From an optimization exercise on the open Yosys and OpenROAD flow, aimed at small area; shortcuts taken in it are not production practice.
Function was checked by simulation only, so behaviour that the tests miss may differ from the original.
Power and IR drop assume default switching activity.

`flow/flow/run.sh`:
```
#!/bin/bash
# The standard layout (the standard.sh: ORFS synthesis to finish) with
# three layout choices:
# - after synthesis, combinational cells that ABC sized above drive 1 are
#   set back to drive 1 (flow/downsize.tcl); the flow's repair steps size
#   up again wherever slew, capacitance or timing need it
# - clock tree: clkbuf_8 buffers and no dummy loads at the leaves
# - port buffers: buf_1
# Synthesis, floorplan, power grid, taps, placement and routing are
# standard.sh unchanged. Each tool's output goes to a log file here.
set -e
export CTS_ARGS="-sink_clustering_enable -repair_clock_nets -buf_list sky130_fd_sc_hd__clkbuf_8 -dont_use_dummy_load"
export BUFFER_PORTS_ARGS="-buffer_cell sky130_fd_sc_hd__buf_1"
bash standard.sh synth > synth.log 2>&1
DS_ODB=orfs/results/$FLOW_PLATFORM/top/base/1_synth.odb \
  openroad -no_init -exit flow/downsize.tcl > downsize.log 2>&1
bash standard.sh > standard.log 2>&1
```
`flow/flow/downsize.tcl`:
```
# Swaps every combinational cell that synthesis sized above drive 1 for the
# same function at drive 1 (or 0), where the platform has one that is not
# don't-use. Timing repair later in the flow sizes cells up where needed.
set odb $::env(DS_ODB)
read_db $odb
set db [ord::get_db]
set block [ord::get_db_block]
set dont_use [list]
if {[info exists ::env(DONT_USE_CELLS)]} { set dont_use $::env(DONT_USE_CELLS) }
# never pick the platform's special-purpose cells
set n 0
foreach inst [$block getInsts] {
  set m [$inst getMaster]
  set name [$m getName]
  if {![regexp {^(sky130_fd_sc_hd__)([a-z0-9]+)_([0-9]+)$} $name -> pre base drv]} { continue }
  if {$drv <= 1} { continue }
  if {[regexp {lpflow|probe} $base]} { continue }
  if {[regexp {^(df|sdf|dl|edf|sedf|clk|buf|fa|ha|fah|conb|tap|fill|decap|diode)} $base]} { continue }
  foreach d {1 0} {
    set cand "${pre}${base}_${d}"
    if {[lsearch -exact $dont_use $cand] >= 0} { continue }
    set nm [$db findMaster $cand]
    if {$nm != "NULL" && $nm != ""} {
      $inst swapMaster $nm
      incr n
      break
    }
  }
}
puts "downsized $n cells"
write_db $odb
```
`flow/standard.sh`:
```
#!/bin/bash
# synth_recipe.tcl (not shown) runs the flow's synth.tcl, then flattens the netlist and writes it again
# the make line also repeats each setting of config.mk as NAME=value (left out here)
make -C /OpenROAD-flow-scripts/flow DESIGN_CONFIG=/design/flow/config.mk WORK_HOME=/design/flow/orfs CLKGATE_MAP_FILE= SYNTH_SCRIPT=/design/flow/synth_recipe.tcl "${@:-finish}"
```
`flow/config.mk`:
```
export PLATFORM = sky130hd
export DESIGN_NAME = top
export DESIGN_NICKNAME = top
export VERILOG_FILES = /design/flow/design.v
export SDC_FILE = /design/flow/constraint.sdc
export NUM_CORES = 4
export LEC_CHECK = 0
export CAP_MARGIN = 20
export CORE_MARGIN = 2
export CORE_UTILIZATION = 40
export SLEW_MARGIN = 20
export SYNTH_HIERARCHICAL = 1
```
`flow/constraint.sdc`:
```
create_clock -name core_clock -period 11.0 [get_ports {clk}]
set_input_delay 2.2000 -clock core_clock [delete_from_list [all_inputs] [get_ports {clk}]]
set_output_delay 2.2000 -clock core_clock [all_outputs]
set_load 0.01 [all_outputs]
```
`flow/design.v`:
```
module fa (input a, input b, input c, output s, output co);
    assign s  = a ^ b ^ c;
    assign co = (a & b) | (c & (a ^ b));
endmodule
module ha (input a, input b, output s, output co);
    assign s  = a ^ b;
    assign co = a & b;
endmodule
module delay (
    input  clk,
    input  rst_seen,
    input  btn,
    output delay_en
);
    localparam [15:0] TAPS = 16'hD008, R = 16'hC01C, W = 16'h401C,
                      MASK = 16'hFFEF, P = 16'h5555, S1 = 16'h8039;
    reg  [15:0] q;
    wire [15:0] s = q ^ P;
    assign delay_en = ~rst_seen & ((s & MASK) == (W & MASK));
    wire fb = (^(s & TAPS)) ^ delay_en;
    always @(posedge clk) begin
        if (!btn)          q <= R ^ P;
        else if (rst_seen) q <= S1 ^ P;
        else               q <= {s[14:0], fb} ^ P;
    end
endmodule
module ball_tick (
    input  clk,
    input  rst,
    output tick
);
    localparam [12:0] TAPS = 13'h100D, R = 13'h11F9, W = 13'h01F9, MASK = 13'h1EF7;
    reg [12:0] s;
    assign tick = ((s & MASK) == (W & MASK));
    wire fb = (^(s & TAPS)) ^ tick;
    always @(posedge clk or posedge rst) begin
        if (rst) s <= R;
        else     s <= {s[11:0], fb};
    end
endmodule
module vga_controller (
    input clk,
    input rst,
    output video_on,
    output hsync,
    output vsync,
    output reg [11:0] h_count,
    output reg [10:0] v_count
);
    wire [11:0] h = h_count;
    wire [10:0] v = v_count;
    wire h_end = h[11] & h[7] & h[4] & h[2] & h[1] & h[0];           
    wire v_end = v[10] & v[6] & v[5] & v[2];                         
    wire [11:0] hs, hc;
    assign hs[0] = ~h[0];
    assign hc[0] = h[0];
    wire [10:0] vs, vc;
    ha v0 (.a(v[0]), .b(h_end), .s(vs[0]), .co(vc[0]));
    genvar i;
    for (i = 1; i < 12; i++) begin : hinc
        ha u (.a(h[i]), .b(hc[i-1]), .s(hs[i]), .co(hc[i]));
    end
    for (i = 1; i < 11; i++) begin : vinc
        ha u (.a(v[i]), .b(vc[i-1]), .s(vs[i]), .co(vc[i]));
    end
    wire v_wrap = h_end & v_end;
    always @(posedge clk or posedge rst) begin
        if (rst) h_count <= 12'd0;
        else     h_count <= {hs[11] & ~h_end, hs[10:8], hs[7] & ~h_end, hs[6:5],
                             hs[4:3] & ~{2{h_end}}, hs[2:0]};
    end
    always @(posedge clk or posedge rst) begin
        if (rst) v_count <= 11'd0;
        else     v_count <= {vs[10] & ~v_wrap, vs[9:7], vs[6:5] & ~{2{v_wrap}}, vs[4:3],
                             vs[2] & ~v_wrap, vs[1], vs[0] & ~v_wrap};
    end
    assign hsync = (h[10] & h[9] & h[8] & h[7] & h[6] & (h[5] | (h[4] & h[3]))) |
                   (h[11] & ~(h[8] | h[7] | h[6] | h[5] | h[4] | h[3] | h[2]));
    assign vsync = v[10] & ((~v[6] & v[5] & v[4] & v[3] & v[2]) |
                            (v[6] & ~(v[5] | v[4] | v[3] | v[2] | v[1] | v[0])));
    assign video_on = ~h[11] & ~(h[10] & h[9] & h[8] & h[7]) &
                      (~v[10] | (~v[6] & ~(v[5] & v[4] & v[3])));
endmodule
module rectangle (
    input clk,
    input rst,
    input rst_seen,
    input btnU,
    input btnD,
    output reg [8:0] pos
);
    wire up, down;
    wire at_bot = pos[8] & pos[7] & pos[4] & pos[3] & pos[1];    
    wire at_top = ~|pos;
    wire en_d = down & ~at_bot;
    wire en_u = ~down & up & ~at_top;
    wire en = en_d | en_u;
    wire [8:0] s, c;
    ha a0 (.a(pos[0]), .b(en),   .s(s[0]), .co(c[0]));
    fa a1 (.a(pos[1]), .b(en_u), .c(c[0]), .s(s[1]), .co(c[1]));
    fa a2 (.a(pos[2]), .b(en_d), .c(c[1]), .s(s[2]), .co(c[2]));
    genvar i;
    for (i = 3; i < 8; i++) begin : add
        fa u (.a(pos[i]), .b(en_u), .c(c[i-1]), .s(s[i]), .co(c[i]));
    end
    assign s[8] = pos[8] ^ en_u ^ c[7];
    always @(posedge clk or posedge rst) begin
        if (rst) pos <= 9'd0;
        else     pos <= s;
    end
    delay delay_i_u (.clk(clk), .rst_seen(rst_seen), .btn(btnU), .delay_en(up));
    delay delay_i_d (.clk(clk), .rst_seen(rst_seen), .btn(btnD), .delay_en(down));
endmodule
module circle (
    input clk,
    input rst,
    input  [8:0] pos_l,        
    input  [8:0] pos_r,
    output reg [10:0] nhp,
    output reg [9:0]  nvp
);
    reg dir_right, dir_down;
    wire move_tick;
    wire [10:0] hp = ~nhp;
    wire [9:0]  vp = ~nvp;
    genvar i;
    wire [8:0] pc = hp[10] ? pos_r : pos_l;
    wire in_h = (hp <= 11'd260) || (hp >= 11'd1640);
    wire [8:0] fs, fc;
    ha f0 (.a(pc[0]), .b(nvp[1]), .s(fs[0]), .co(fc[0]));
    for (i = 1; i < 9; i++) begin : fadd
        fa u (.a(pc[i]), .b(nvp[i+1]), .c(fc[i-1]), .s(fs[i]), .co(fc[i]));
    end
    wire [10:0] f = {fc[8], fs, nvp[0]};
    wire hit = in_h && (f >= 11'd713) && (f <= 11'd1083);
    ball_tick delay_i_u (.clk(clk), .rst(rst), .tick(move_tick));
    wire h_max = hp[10] & hp[9] & hp[8] & hp[6] & hp[1] & hp[0];
    wire h_min = ~(hp[10] | hp[9] | hp[8] | hp[7] | hp[6] | hp[1]);
    wire v_max = vp[9] & vp[8] & vp[7] & vp[6] & vp[5] & vp[4] & vp[3] & vp[1] & vp[0];
    wire v_min = ~(vp[9] | vp[8] | vp[7] | vp[6] | vp[1]);
    wire h_turn = dir_right ? h_max : h_min;
    wire v_turn = dir_down ? v_max : v_min;
    wire en_h = move_tick & ~h_turn;
    wire en_v = move_tick & ~v_turn;
    wire dm_h = en_h & dir_right;
    wire dm_v = en_v & dir_down;
    wire [10:0] hs, hc;
    wire [9:0]  vs, vc;
    ha h0 (.a(nhp[0]), .b(en_h), .s(hs[0]), .co(hc[0]));
    ha v0 (.a(nvp[0]), .b(en_v), .s(vs[0]), .co(vc[0]));
    for (i = 1; i < 10; i++) begin : hadd
        fa u (.a(nhp[i]), .b(dm_h), .c(hc[i-1]), .s(hs[i]), .co(hc[i]));
    end
    assign hs[10] = nhp[10] ^ dm_h ^ hc[9];
    for (i = 1; i < 9; i++) begin : vadd
        fa u (.a(nvp[i]), .b(dm_v), .c(vc[i-1]), .s(vs[i]), .co(vc[i]));
    end
    assign vs[9] = nvp[9] ^ dm_v ^ vc[8];
    always @(posedge clk or posedge rst) begin
        if (rst) begin
            nhp <= ~11'd479;
            dir_right <= 1'b1;
            nvp <= ~10'd270;
            dir_down <= 1'b1;
        end else if (hit) begin
            nhp <= ~11'd479;
            dir_right <= 1'b1;
            nvp <= ~10'd270;
            dir_down <= 1'b1;
        end else begin
            nhp <= hs;
            nvp <= vs;
            if (move_tick & h_turn) dir_right <= ~dir_right;
            if (move_tick & v_turn) dir_down <= ~dir_down;
        end
    end
endmodule
module circle_hit (
    input  [11:0] h,
    input  [10:0] v,
    input  [10:0] nhp,
    input  [9:0]  nvp,
    output hit
);
    wire t3, t4, t5, t6, t7, t8, t9, t10;
    wire t11, t12, t13, t14, t15, t16, t17, t18;
    wire t19, t20, t21, t22, t26, t27, t28, t29;
    wire t30, t31, t32, t33, t34, t35, t36, t37;
    wire t38, t39, t40, t41, t42, t43, t186, t187;
    wire t188, t189, t190, t191, t192, t193, t194, t195;
    wire t196, t197, t198, t199, t200, t201, t202, t203;
    wire t204, t205, t206, t207, t208, t209, t210, t211;
    wire t212, t213, t214, t215, t216, t217, t218, t219;
    wire t220, t221, t222, t223, t224, t225, t226, t227;
    wire t229, t230, t231, t232, t233, t234, t235, t236;
    wire t237, t238, t239, t240, t242, t243, t244, t245;
    wire t246, t247, t249, t250, t251, t252, t253, t254;
    wire t256, t257, t258, t259, t260, t261, t263, t264;
    wire t265, t266, t267, t268, t270, t271, t272, t273;
    wire t274, t275, t276, t277, t278, t279, t280, t281;
    wire t282, t283, t284, t285, t286, t287, t288, t289;
    wire t291, t292, t293, t294, t296, t297, t298, t299;
    wire t301, t302, t303, t304, t305, t306, t307, t308;
    wire t309, t310, t311, t312, t313, t314, t315, t316;
    wire t317, t318, t319, t320, t321, t322, t323, t324;
    wire t326, t327, t328, t329, t331, t332, t333, t334;
    wire t336, t337, t338, t339, t341, t342, t343, t344;
    wire t345, t346, t347, t348, t349, t350, t351, t352;
    wire t353, t354, t355, t356, t357, t358, t359, t360;
    wire t361, t362, t363, t364, t365, t366, t367, t368;
    wire t369, t370, t371, t372, t373, t374, t375, t376;
    wire t377, t378, t379, t380, t381, t382, t384, t385;
    wire t386, t387, t389, t390, t392, t393, t394, t395;
    wire t397, t398, t400, t401, t402, t403, t404, t405;
    wire t406, t407, t408, t409, t410, t411, t412, t413;
    wire t414, t415, t416, t417, t418, t419, t421, t422;
    wire t425, t426, t427, t428, t429, t430, t432, t433;
    wire t435, t436, t437, t438, t439, t440, t441, t442;
    wire t443, t444, t445, t446, t447, t448;
    wire t1 = ~(h[0] ^ nhp[0]);
    wire t2 = h[0] | nhp[0];
    wire t23 = ~(h[11] ^ t22);
    wire t24 = ~(v[0] ^ nvp[0]);
    wire t25 = v[0] | nvp[0];
    wire t44 = ~(v[10] ^ t43);
    wire t45 = ~t1;
    wire t46 = t3 & ~t1;
    wire t47 = t3 & t1;
    wire t48 = ~(t5 & ~t3);
    wire t49 = ~(t5 & t3);
    wire t50 = ~(t7 & ~t5);
    wire t51 = ~(t7 & t5);
    wire t52 = ~(t9 & ~t7);
    wire t53 = t9 & t7;
    wire t54 = ~(t11 & ~t9);
    wire t55 = ~(t11 & t9);
    wire t56 = ~(t13 & ~t11);
    wire t57 = ~(t13 & t11);
    wire t58 = ~(t15 & ~t13);
    wire t59 = ~(t15 & t13);
    wire t60 = ~(t17 & ~t15);
    wire t61 = ~(t17 & t15);
    wire t62 = t19 & ~t17;
    wire t63 = ~(t19 & t17);
    wire t64 = t21 & ~t19;
    wire t65 = t1 & t5;
    wire t66 = ~(t1 & t7);
    wire t67 = ~(t1 & t9);
    wire t68 = ~(t1 & t11);
    wire t69 = ~(t1 & t13);
    wire t70 = ~(t1 & t15);
    wire t71 = t1 & t17;
    wire t72 = ~(t1 & t19);
    wire t73 = ~(t1 & t21);
    wire t74 = ~(t3 & t7);
    wire t75 = ~(t3 & t9);
    wire t76 = ~(t3 & t11);
    wire t77 = ~(t3 & t13);
    wire t78 = ~(t3 & t15);
    wire t79 = ~(t3 & t17);
    wire t80 = ~(t3 & t19);
    wire t81 = ~(t3 & t21);
    wire t82 = ~(t5 & t9);
    wire t83 = t5 & t11;
    wire t84 = ~(t5 & t13);
    wire t85 = ~(t5 & t15);
    wire t86 = ~(t5 & t17);
    wire t87 = ~(t5 & t19);
    wire t88 = ~(t5 & t21);
    wire t89 = ~(t7 & t11);
    wire t90 = ~(t7 & t13);
    wire t91 = ~(t7 & t15);
    wire t92 = ~(t7 & t17);
    wire t93 = ~(t7 & t19);
    wire t94 = ~(t7 & t21);
    wire t95 = ~(t9 & t13);
    wire t96 = ~(t9 & t15);
    wire t97 = ~(t9 & t17);
    wire t98 = ~(t9 & t19);
    wire t99 = ~(t9 & t21);
    wire t100 = ~(t11 & t15);
    wire t101 = t11 & t17;
    wire t102 = ~(t11 & t19);
    wire t103 = ~(t11 & t21);
    wire t104 = ~(t13 & t17);
    wire t105 = ~(t13 & t19);
    wire t106 = ~(t13 & t21);
    wire t107 = ~(t15 & t19);
    wire t108 = t15 & t21;
    wire t109 = ~(t17 & t21);
    wire t110 = ~(t23 & t1);
    wire t111 = ~(t23 & ~t1);
    wire t112 = ~(t23 & ~t3);
    wire t113 = t23 & ~t5;
    wire t114 = ~(t23 & ~t7);
    wire t115 = ~(t23 & ~t9);
    wire t116 = ~(t23 & ~t11);
    wire t117 = ~(t23 & ~t13);
    wire t118 = ~(t23 & ~t15);
    wire t119 = t23 & ~t17;
    wire t120 = ~t24;
    wire t121 = t26 & ~t24;
    wire t122 = t26 & t24;
    wire t123 = ~(t28 & ~t26);
    wire t124 = ~(t28 & t26);
    wire t125 = t30 & ~t28;
    wire t126 = ~(t30 & t28);
    wire t127 = t32 & ~t30;
    wire t128 = ~(t32 & t30);
    wire t129 = ~(t34 & ~t32);
    wire t130 = ~(t34 & t32);
    wire t131 = t36 & ~t34;
    wire t132 = ~(t36 & t34);
    wire t133 = ~(t38 & ~t36);
    wire t134 = ~(t38 & t36);
    wire t135 = ~(t40 & ~t38);
    wire t136 = ~(t40 & t38);
    wire t137 = ~(t42 & ~t40);
    wire t138 = ~(t42 & t40);
    wire t139 = t24 & t28;
    wire t140 = ~(t24 & t30);
    wire t141 = ~(t24 & t32);
    wire t142 = t24 & t34;
    wire t143 = ~(t24 & t36);
    wire t144 = ~(t24 & t38);
    wire t145 = ~(t24 & t40);
    wire t146 = ~(t24 & t42);
    wire t147 = ~(t26 & t30);
    wire t148 = ~(t26 & t32);
    wire t149 = ~(t26 & t34);
    wire t150 = ~(t26 & t36);
    wire t151 = ~(t26 & t38);
    wire t152 = ~(t26 & t40);
    wire t153 = ~(t26 & t42);
    wire t154 = ~(t28 & t32);
    wire t155 = ~(t28 & t34);
    wire t156 = t28 & t36;
    wire t157 = ~(t28 & t38);
    wire t158 = ~(t28 & t40);
    wire t159 = t28 & t42;
    wire t160 = ~(t30 & t34);
    wire t161 = ~(t30 & t36);
    wire t162 = ~(t30 & t38);
    wire t163 = ~(t30 & t40);
    wire t164 = ~(t30 & t42);
    wire t165 = ~(t32 & t36);
    wire t166 = ~(t32 & t38);
    wire t167 = ~(t32 & t40);
    wire t168 = ~(t32 & t42);
    wire t169 = ~(t34 & t38);
    wire t170 = ~(t34 & t40);
    wire t171 = ~(t34 & t42);
    wire t172 = ~(t36 & t40);
    wire t173 = ~(t36 & t42);
    wire t174 = ~(t38 & t42);
    wire t175 = ~(t44 & t24);
    wire t176 = ~(t44 & ~t24);
    wire t177 = ~(t44 & ~t26);
    wire t178 = ~(t44 & ~t28);
    wire t179 = ~(t44 & ~t30);
    wire t180 = ~(t44 & ~t32);
    wire t181 = t44 & ~t34;
    wire t182 = ~(t44 & ~t36);
    wire t183 = ~(t44 & ~t38);
    wire t184 = ~(t44 & ~t40);
    wire t185 = ~(t44 & t42);
    wire t228 = ~t187;
    wire t241 = ~t198;
    wire t248 = ~t199;
    wire t255 = ~t208;
    wire t262 = ~t209;
    wire t269 = ~t211;
    wire t290 = ~t216;
    wire t295 = ~t215;
    wire t300 = ~t223;
    wire t325 = ~t270;
    wire t330 = ~t271;
    wire t335 = ~t276;
    wire t340 = ~t277;
    wire t383 = ~t346;
    wire t388 = ~t282;
    wire t391 = ~t283;
    wire t396 = ~t296;
    wire t399 = ~t297;
    wire t420 = ~t343;
    wire t423 = ~t45;
    wire t424 = ~t120;
    wire t431 = ~t384;
    wire t434 = ~t433;
    fa u_t3 (.a(h[1]), .b(nhp[1]), .c(t2), .s(t3), .co(t4));
    fa u_t5 (.a(h[2]), .b(nhp[2]), .c(t4), .s(t5), .co(t6));
    fa u_t7 (.a(h[3]), .b(nhp[3]), .c(t6), .s(t7), .co(t8));
    fa u_t9 (.a(h[4]), .b(nhp[4]), .c(t8), .s(t9), .co(t10));
    fa u_t11 (.a(h[5]), .b(nhp[5]), .c(t10), .s(t11), .co(t12));
    fa u_t13 (.a(h[6]), .b(nhp[6]), .c(t12), .s(t13), .co(t14));
    fa u_t15 (.a(h[7]), .b(nhp[7]), .c(t14), .s(t15), .co(t16));
    fa u_t17 (.a(h[8]), .b(nhp[8]), .c(t16), .s(t17), .co(t18));
    fa u_t19 (.a(h[9]), .b(nhp[9]), .c(t18), .s(t19), .co(t20));
    fa u_t21 (.a(h[10]), .b(nhp[10]), .c(t20), .s(t21), .co(t22));
    fa u_t26 (.a(v[1]), .b(nvp[1]), .c(t25), .s(t26), .co(t27));
    fa u_t28 (.a(v[2]), .b(nvp[2]), .c(t27), .s(t28), .co(t29));
    fa u_t30 (.a(v[3]), .b(nvp[3]), .c(t29), .s(t30), .co(t31));
    fa u_t32 (.a(v[4]), .b(nvp[4]), .c(t31), .s(t32), .co(t33));
    fa u_t34 (.a(v[5]), .b(nvp[5]), .c(t33), .s(t34), .co(t35));
    fa u_t36 (.a(v[6]), .b(nvp[6]), .c(t35), .s(t36), .co(t37));
    fa u_t38 (.a(v[7]), .b(nvp[7]), .c(t37), .s(t38), .co(t39));
    fa u_t40 (.a(v[8]), .b(nvp[8]), .c(t39), .s(t40), .co(t41));
    fa u_t42 (.a(v[9]), .b(nvp[9]), .c(t41), .s(t42), .co(t43));
    ha u_t186 (.a(t53), .b(t71), .s(t186), .co(t187));
    fa u_t188 (.a(t54), .b(t72), .c(t79), .s(t188), .co(t189));
    fa u_t190 (.a(t55), .b(t73), .c(t80), .s(t190), .co(t191));
    fa u_t192 (.a(t86), .b(t91), .c(t95), .s(t192), .co(t193));
    fa u_t194 (.a(t56), .b(t81), .c(t87), .s(t194), .co(t195));
    fa u_t196 (.a(t92), .b(t96), .c(t110), .s(t196), .co(t197));
    ha u_t198 (.a(t131), .b(t159), .s(t198), .co(t199));
    fa u_t200 (.a(t57), .b(t88), .c(t93), .s(t200), .co(t201));
    fa u_t202 (.a(t97), .b(t100), .c(t111), .s(t202), .co(t203));
    fa u_t204 (.a(t112), .b(t132), .c(t164), .s(t204), .co(t205));
    fa u_t206 (.a(t58), .b(t94), .c(t98), .s(t206), .co(t207));
    ha u_t208 (.a(t101), .b(t113), .s(t208), .co(t209));
    fa u_t210 (.a(t59), .b(t99), .c(t102), .s(t210), .co(t211));
    fa u_t212 (.a(t51), .b(t69), .c(t76), .s(t212), .co(t213));
    fa u_t214 (.a(t52), .b(t70), .c(t77), .s(t214), .co(t215));
    ha u_t216 (.a(t83), .b(t127), .s(t216), .co(t217));
    fa u_t218 (.a(t78), .b(t84), .c(t89), .s(t218), .co(t219));
    fa u_t220 (.a(t128), .b(t145), .c(t151), .s(t220), .co(t221));
    ha u_t222 (.a(t186), .b(t156), .s(t222), .co(t223));
    fa u_t224 (.a(t188), .b(t85), .c(t90), .s(t224), .co(t225));
    fa u_t226 (.a(t129), .b(t146), .c(t152), .s(t226), .co(t227));
    fa u_t229 (.a(t157), .b(t161), .c(t228), .s(t229), .co(t230));
    fa u_t231 (.a(t190), .b(t192), .c(t130), .s(t231), .co(t232));
    fa u_t233 (.a(t153), .b(t158), .c(t162), .s(t233), .co(t234));
    fa u_t235 (.a(t165), .b(t175), .c(t189), .s(t235), .co(t236));
    fa u_t237 (.a(t194), .b(t196), .c(t163), .s(t237), .co(t238));
    fa u_t239 (.a(t166), .b(t176), .c(t177), .s(t239), .co(t240));
    fa u_t242 (.a(t191), .b(t193), .c(t241), .s(t242), .co(t243));
    fa u_t244 (.a(t200), .b(t202), .c(t204), .s(t244), .co(t245));
    fa u_t246 (.a(t167), .b(t169), .c(t178), .s(t246), .co(t247));
    fa u_t249 (.a(t195), .b(t197), .c(t248), .s(t249), .co(t250));
    fa u_t251 (.a(t206), .b(t133), .c(t168), .s(t251), .co(t252));
    fa u_t253 (.a(t170), .b(t179), .c(t201), .s(t253), .co(t254));
    fa u_t256 (.a(t203), .b(t205), .c(t255), .s(t256), .co(t257));
    fa u_t258 (.a(t210), .b(t104), .c(t114), .s(t258), .co(t259));
    fa u_t260 (.a(t134), .b(t171), .c(t172), .s(t260), .co(t261));
    fa u_t263 (.a(t180), .b(t207), .c(t262), .s(t263), .co(t264));
    fa u_t265 (.a(t60), .b(t103), .c(t105), .s(t265), .co(t266));
    fa u_t267 (.a(t115), .b(t135), .c(t173), .s(t267), .co(t268));
    ha u_t270 (.a(t181), .b(t269), .s(t270), .co(t271));
    fa u_t272 (.a(t61), .b(t106), .c(t107), .s(t272), .co(t273));
    fa u_t274 (.a(t116), .b(t136), .c(t174), .s(t274), .co(t275));
    ha u_t276 (.a(t62), .b(t108), .s(t276), .co(t277));
    fa u_t278 (.a(t49), .b(t67), .c(t74), .s(t278), .co(t279));
    fa u_t280 (.a(t50), .b(t68), .c(t75), .s(t280), .co(t281));
    ha u_t282 (.a(t125), .b(t142), .s(t282), .co(t283));
    fa u_t284 (.a(t212), .b(t82), .c(t126), .s(t284), .co(t285));
    fa u_t286 (.a(t143), .b(t149), .c(t154), .s(t286), .co(t287));
    fa u_t288 (.a(t214), .b(t144), .c(t150), .s(t288), .co(t289));
    fa u_t291 (.a(t155), .b(t213), .c(t290), .s(t291), .co(t292));
    fa u_t293 (.a(t218), .b(t220), .c(t160), .s(t293), .co(t294));
    fa u_t296 (.a(t222), .b(t217), .c(t295), .s(t296), .co(t297));
    fa u_t298 (.a(t224), .b(t226), .c(t229), .s(t298), .co(t299));
    fa u_t301 (.a(t219), .b(t221), .c(t300), .s(t301), .co(t302));
    fa u_t303 (.a(t231), .b(t233), .c(t235), .s(t303), .co(t304));
    fa u_t305 (.a(t225), .b(t227), .c(t230), .s(t305), .co(t306));
    fa u_t307 (.a(t237), .b(t239), .c(t242), .s(t307), .co(t308));
    fa u_t309 (.a(t232), .b(t234), .c(t236), .s(t309), .co(t310));
    fa u_t311 (.a(t244), .b(t246), .c(t249), .s(t311), .co(t312));
    fa u_t313 (.a(t238), .b(t240), .c(t243), .s(t313), .co(t314));
    fa u_t315 (.a(t251), .b(t253), .c(t256), .s(t315), .co(t316));
    fa u_t317 (.a(t245), .b(t247), .c(t250), .s(t317), .co(t318));
    fa u_t319 (.a(t258), .b(t260), .c(t263), .s(t319), .co(t320));
    fa u_t321 (.a(t252), .b(t254), .c(t257), .s(t321), .co(t322));
    fa u_t323 (.a(t265), .b(t267), .c(t259), .s(t323), .co(t324));
    fa u_t326 (.a(t261), .b(t264), .c(t325), .s(t326), .co(t327));
    fa u_t328 (.a(t272), .b(t274), .c(t182), .s(t328), .co(t329));
    fa u_t331 (.a(t266), .b(t268), .c(t330), .s(t331), .co(t332));
    fa u_t333 (.a(t117), .b(t137), .c(t183), .s(t333), .co(t334));
    fa u_t336 (.a(t273), .b(t275), .c(t335), .s(t336), .co(t337));
    fa u_t338 (.a(t63), .b(t109), .c(t118), .s(t338), .co(t339));
    fa u_t341 (.a(t138), .b(t184), .c(t340), .s(t341), .co(t342));
    ha u_t343 (.a(t64), .b(t119), .s(t343), .co(t344));
    ha u_t345 (.a(t47), .b(t65), .s(t345), .co(t346));
    fa u_t347 (.a(t48), .b(t66), .c(t123), .s(t347), .co(t348));
    fa u_t349 (.a(t278), .b(t124), .c(t141), .s(t349), .co(t350));
    fa u_t351 (.a(t280), .b(t148), .c(t279), .s(t351), .co(t352));
    fa u_t353 (.a(t284), .b(t286), .c(t281), .s(t353), .co(t354));
    fa u_t355 (.a(t288), .b(t291), .c(t285), .s(t355), .co(t356));
    fa u_t357 (.a(t293), .b(t289), .c(t292), .s(t357), .co(t358));
    fa u_t359 (.a(t298), .b(t301), .c(t294), .s(t359), .co(t360));
    fa u_t361 (.a(t303), .b(t305), .c(t299), .s(t361), .co(t362));
    fa u_t363 (.a(t307), .b(t309), .c(t304), .s(t363), .co(t364));
    fa u_t365 (.a(t311), .b(t313), .c(t308), .s(t365), .co(t366));
    fa u_t367 (.a(t315), .b(t317), .c(t312), .s(t367), .co(t368));
    fa u_t369 (.a(t319), .b(t321), .c(t316), .s(t369), .co(t370));
    fa u_t371 (.a(t323), .b(t326), .c(t320), .s(t371), .co(t372));
    fa u_t373 (.a(t328), .b(t331), .c(t324), .s(t373), .co(t374));
    fa u_t375 (.a(t333), .b(t336), .c(t329), .s(t375), .co(t376));
    fa u_t377 (.a(t338), .b(t341), .c(t334), .s(t377), .co(t378));
    fa u_t379 (.a(t185), .b(t339), .c(t342), .s(t379), .co(t380));
    ha u_t381 (.a(t345), .b(t122), .s(t381), .co(t382));
    fa u_t384 (.a(t347), .b(t140), .c(t383), .s(t384), .co(t385));
    fa u_t386 (.a(t349), .b(t147), .c(t348), .s(t386), .co(t387));
    fa u_t389 (.a(t351), .b(t350), .c(t388), .s(t389), .co(t390));
    fa u_t392 (.a(t353), .b(t352), .c(t391), .s(t392), .co(t393));
    fa u_t394 (.a(t355), .b(t287), .c(t354), .s(t394), .co(t395));
    fa u_t397 (.a(t357), .b(t356), .c(t396), .s(t397), .co(t398));
    fa u_t400 (.a(t359), .b(t358), .c(t399), .s(t400), .co(t401));
    fa u_t402 (.a(t361), .b(t302), .c(t360), .s(t402), .co(t403));
    fa u_t404 (.a(t363), .b(t306), .c(t362), .s(t404), .co(t405));
    fa u_t406 (.a(t365), .b(t310), .c(t364), .s(t406), .co(t407));
    fa u_t408 (.a(t367), .b(t314), .c(t366), .s(t408), .co(t409));
    fa u_t410 (.a(t369), .b(t318), .c(t368), .s(t410), .co(t411));
    fa u_t412 (.a(t371), .b(t322), .c(t370), .s(t412), .co(t413));
    fa u_t414 (.a(t373), .b(t327), .c(t372), .s(t414), .co(t415));
    fa u_t416 (.a(t375), .b(t332), .c(t374), .s(t416), .co(t417));
    fa u_t418 (.a(t377), .b(t337), .c(t376), .s(t418), .co(t419));
    fa u_t421 (.a(t379), .b(t378), .c(t420), .s(t421), .co(t422));
    ha u_t425 (.a(t423), .b(t424), .s(t425), .co(t426));
    ha u_t427 (.a(t46), .b(t121), .s(t427), .co(t428));
    fa u_t429 (.a(t381), .b(t139), .c(t428), .s(t429), .co(t430));
    fa u_t432 (.a(t431), .b(t382), .c(t430), .s(t432), .co(t433));
    fa u_t435 (.a(t386), .b(t385), .c(t434), .s(t435), .co(t436));
    fa u_t437 (.a(t389), .b(t387), .c(t436), .s(t437), .co(t438));
    fa u_t439 (.a(t392), .b(t390), .c(t438), .s(t439), .co(t440));
    fa u_t441 (.a(t394), .b(t393), .c(t440), .s(t441), .co(t442));
    fa u_t443 (.a(t397), .b(t395), .c(t442), .s(t443), .co(t444));
    fa u_t445 (.a(t400), .b(t398), .c(t444), .s(t445), .co(t446));
    fa u_t447 (.a(t402), .b(t401), .c(t446), .s(t447), .co(t448));
    wire [11:0] s = {~t447, ~t445, ~t443, ~t441, ~t439, ~t437, ~t435, t432, t429, t427, t426, t425};
    wire high_zero = ~((~t404 ^ ~t403) ^ ~t448) &
        ~((~t406 ^ ~t405) ^ (~t404 | ~t403)) &
        ~((~t408 ^ ~t407) ^ (~t406 | ~t405)) &
        ~((~t410 ^ ~t409) ^ (~t408 | ~t407)) &
        ~((~t412 ^ ~t411) ^ (~t410 | ~t409)) &
        ~((~t414 ^ ~t413) ^ (~t412 | ~t411)) &
        ~((~t416 ^ ~t415) ^ (~t414 | ~t413)) &
        ~((~t418 ^ ~t417) ^ (~t416 | ~t415)) &
        ~((~t421 ^ ~t419) ^ (~t418 | ~t417));
    assign hit = high_zero &
                 ~(s[11] & s[10] & s[9] & ((|s[8:5]) | (s[4] & (|s[3:0]))));
endmodule
module top(
    input  clk     ,
    input  rst     ,
    input  btnU    ,
    input  btnD    ,
    input  btnL    ,
    input  btnR    ,
    output       Hsync   ,
    output       Vsync   ,
    output [3:0] vgaRed  ,
    output [3:0] vgaGreen,
    output [3:0] vgaBlue
);
    wire [11:0] h_count;
    wire [10:0] v_count;
    wire video_on;
    wire [8:0] pos_l, pos_r;
    wire [10:0] nhp;
    wire [9:0]  nvp;
    wire circ;
    reg  white;    
    vga_controller vga_ctrl (
        .clk(clk), .rst(rst), .video_on(video_on), .hsync(Hsync), .vsync(Vsync),
        .h_count(h_count), .v_count(v_count));
    reg rst_seen;
    always @(posedge clk or posedge rst) begin
        if (rst) rst_seen <= 1'b1;
        else     rst_seen <= 1'b0;
    end
    rectangle rectangle_left_i  (.clk(clk), .rst(rst), .rst_seen(rst_seen), .btnU(btnU), .btnD(btnR), .pos(pos_l));
    rectangle rectangle_right_i (.clk(clk), .rst(rst), .rst_seen(rst_seen), .btnU(btnL), .btnD(btnD), .pos(pos_r));
    circle color_i (.clk(clk), .rst(rst), .pos_l(pos_l), .pos_r(pos_r), .nhp(nhp), .nvp(nvp));
    circle_hit circle_hit_i (.h(h_count), .v(v_count), .nhp(nhp), .nvp(nvp), .hit(circ));
    wire [11:0] h = h_count;
    wire [10:0] v = v_count;
    wire in_l = (h >= 12'd100) && (h <= 12'd200);
    wire in_r = (h >= 12'd1700) && (h <= 12'd1800);
    wire [8:0] npr = ~(h[10] ? pos_r : pos_l);
    wire [9:0] dq, dc;
    assign dq[0] = ~(v[1] ^ npr[0]);
    assign dc[0] = v[1] | npr[0];
    genvar i;
    for (i = 1; i < 9; i++) begin : dsub
        fa u (.a(v[i+1]), .b(npr[i]), .c(dc[i-1]), .s(dq[i]), .co(dc[i]));
    end
    assign dq[9] = ~(v[10] ^ dc[8]);
    assign dc[9] = v[10] | dc[8];
    wire rows = dc[9] & ((dq < 10'd125) | ((dq == 10'd125) & ~v[0]));
    wire rect = (in_l | in_r) & rows;
    always @(posedge clk or posedge rst) begin
        if (rst) white <= 1'b0;
        else     white <= video_on & (rect | circ);
    end
    assign vgaRed   = {4{video_on}};
    assign vgaGreen = {4{video_on & white}};
    assign vgaBlue  = {4{video_on & white}};
endmodule
```
==> impl_summary.log <==
INFO  metric run_status = no timing/DRC/antenna violations
INFO  metric routed_vias_inst = 5.144
INFO  metric fin_worst_skew = 0.03560 ns
INFO  metric critical_path_top_delay_cell = xnor2_1
INFO  metric cp_slowest_stage_delay = 0.64 ns
INFO  metric die_area = about 0.027 sq mm
INFO  metric grt_pass1_wl = 35,490 um
INFO  metric tightest_slew = 0.9252 ns
INFO  metric synth-warning-count = 12
INFO  metric timing.setup.tns = 0 ns
INFO  metric via_count = 6,296
INFO  metric drt-initial-drc-count = 378
INFO  metric floorplan.die.height = ~170 um
INFO  metric internal_power = 805.2 uW
INFO  metric routed_wirelength = roughly 21,000 um
INFO  metric achievable-frequency = 109.7 MHz
INFO  metric floorplan.core_area = 0.02576 sq mm
INFO  metric cts_htree_levels = 4
INFO  metric syn-cell-area = about 0.010 sq mm
INFO  metric antennaDiodeCount = 0
INFO  metric routedWlPerCell = 17.21 um
INFO  metric clock_pin_slew_on_the_worst_setup_and_hold_paths = 0.09 ns
INFO  metric critical_path.max_fanout = 10
INFO  metric globalplace.congestion = 0.7873
INFO  metric power_leakage = between 0.004 and 0.005 uW
INFO  metric placedCellCount = 1,207
INFO  metric maxSlewViolCount = 0
INFO  metric grt_antenna_before_repair = 0
INFO  metric clock_group_share_of_total_power = 26.3%
INFO  metric final_util = a little over two fifths
INFO  metric worstHoldPathType = reg2reg
INFO  metric timing_hold_violations_final = 0
INFO  metric grt_pass1_vias = ~7,000
INFO  metric drcViolationCount = 0
INFO  metric seqPwrFrac = 49.6%
INFO  metric critical_path.top_delay_family = adder cells
INFO  metric timing.critical_path.arrival = between 9 and 10 ns
INFO  metric starting_density = 40.39%
INFO  metric average_cell_area_after_synthesis = 11.73 sq um
INFO  metric worst_ir_drop_vdd = 0.07307 mV
INFO  metric setup_viol = 0
INFO  metric clk_root_buffer_cell = clkbuf_8
INFO  metric syn_inst = 887
INFO  metric post_cts.resized_instances = 0
INFO  metric cts-root-to-sink-buffers = 2
INFO  metric cts_inserted_buffers = 17
INFO  metric cts_tree = yes
INFO  metric n_fill_cell = 2,443
INFO  metric die-width = approximately 170 um
INFO  metric min_period_over_period = 82.86%
INFO  metric grt_usage = between 10% and 20%
INFO  metric p_comb_share = 24.1%
INFO  metric switchingPower = between 300 and 400 uW
INFO  metric io-pin-count = 20
INFO  metric place.port_buffers = 19
INFO  metric hpwl = 16,430 um
INFO  metric grt_start_max_net_pins = 24
INFO  metric relative_slew_slack = 37.75%
INFO  metric path_buf_inv = 2
INFO  metric post_cts_setup_buffer_count = 0
INFO  metric required_time_reported_for_the_critical_path_endpoint = 11.35 ns
INFO  metric floorplan.rows = 59
INFO  metric drv.max_cap_violation_count = 0
INFO  metric instances_no_fill = 1,224
INFO  metric detailedPlace.worstSlack = 1.856 ns
INFO  metric syn-num-nets = between 1,000 and 1,500
INFO  metric area_growth_syn_to_layout = 5.243%
INFO  metric critPathLaunchType = register
INFO  metric finalWorstPathRequiredPeriod = 9.114 ns
INFO  metric path_common_cell = fa_1
INFO  metric cts_sink_cnt = 143
INFO  metric clock_latency = 0.44 ns
INFO  metric p_per_area = 104.9 mW/mm^2
INFO  metric drt_pass1_iterations = 4
INFO  metric cts_hold_fix_bufs = 0
INFO  metric drive_gt1_share = 4.499%
INFO  metric worst_hold_slack = 0.3672 ns
INFO  metric nature_of_the_critical_path_endpoint = register
INFO  metric grt_setup_unrepaired = false
INFO  metric timing.setup.critical_path_class = reg2reg
INFO  metric global_route.overflow_total = 0
INFO  metric drtAntennaViolNets = 0
INFO  metric setup_slack = 1.886 ns
INFO  metric switching_share = 29.91%
INFO  metric nNetsFinal = 1,122
==> power groups by stage <==
stage	Clock [uW]	Combinational, uW	Sequential [uW]
global route	338	325	574
global placement	0	275	581
finish	302	277	570
CTS	316	283	571
detailed placement	0	282	581
floorplan	0	214	569
==> cell usage in the layout (no fill, tap or decap), drive strengths merged, types with 16 or more instances in the layout <==
| cell type | instances |
|---|---|
| a21boi | 24 |
| buf | 22 |
| clkbuf | 17 |
| dfrtp | 59 |
| dfstp | 20 |
| dfxtp | 64 |
| fa | 173 |
| ha | 52 |
| inv | 47 |
| nand2 | 129 |
| nand2b | 26 |
| nor2 | 33 |
| nor2b | 36 |
| xnor2 | 16 |
==> routing by layer <==
metal  share of wire (%)  global-route usage (%)  vias up
met4                 1.3                   4.075        0
li1                    -                       -     2907
met2                  49                   27.78       79
met3                 2.5                   2.547       18
met1                  47                   23.74     3292
met5                   0                       0        -
==> through the flow <==
step | power, uW | instance area, sq um
2_1_floorplan | 783.3 | 10410
3_3_place_gp | 855.7 | 10720
3_5_place_dp | 862.7 | 10720
4_1_cts | 1170 | 10950
5_1_grt | 1237 | 10950
6_report | 1149 | 10950
==> state kept, by name, indices dropped and copies added, names as in the netlist, 9 cells and up <==
| register | cells |
|---|---|
| rectangle_left_i.delay_i_d.q | 16 |
| rectangle_left_i.delay_i_u.q | 16 |
| rectangle_right_i.delay_i_d.q | 16 |
| rectangle_right_i.delay_i_u.q | 16 |
| color_i.delay_i_u.s | 13 |
| vga_ctrl.h_count | 12 |
| color_i.nhp | 11 |
| vga_ctrl.v_count | 11 |
| color_i.nvp | 10 |
| rectangle_left_i.pos | 9 |
| rectangle_right_i.pos | 9 |
==> layout make-up <==
type | count | area, sq um | share of cell area, %
Multi-Input combinational cell | 658 | 6738 | 61.52
Sequential cell | 143 | 3283 | 29.98
Tap cell | 335 | 419.2 | 3.827
Clock buffer | 17 | 234.0 | 2.136
Inverter | 49 | 183.9 | 1.679
Timing Repair Buffer | 22 | 93.84 | 0.8568
==> worst paths after layout <==
| kind | from | to | slack (ns) | cells after the start |
|---|---|---|---|---|
| min | rectangle_right_i.delay_i_d.q[7] | rectangle_right_i.delay_i_d.q[8] | 0.37 | 1 |
| min reg2reg | rectangle_right_i.delay_i_d.q[7] | rectangle_right_i.delay_i_d.q[8] | 0.37 | 1 |
| max in group asynchronous | rst | vga_ctrl.h_count[10] | 8.23 | 2 |
| max | vga_ctrl.h_count[0] | white | 1.89 | 25 |
| min in group asynchronous | rst | white | 1.84 | 2 |
| max reg2reg | vga_ctrl.h_count[0] | white | 1.89 | 25 |

## static timing again, ports no longer ideal
The flow's constraints put no driver on any port. The routed layout listed below was extracted and timed again, unchanged, in two steps.
Step 1, drivers: a clkbuf_16 drives clk and a buf_2 each remaining input, both assumed.
Step 2 times the ports against the registers' clock, not the clock port: input delays grow and output delays shrink by t, the midpoint of the rising clock arrivals with the driver on.
Slacks: no drivers / after step 1 / after step 2; pairs: no drivers / after step 1.
t, ns: 0.465
setup slack, ns: 1.886 / 1.886 / 1.886
hold WS [ns]: 0.367 / 0.367 / 0.367
slew at the worst register clock pin (ns): 0.09 / 0.09
After both steps setup and hold are still met in this run. The setup slack of this run moves by 0.000 ns with the drivers and by 0.000 ns with both steps.
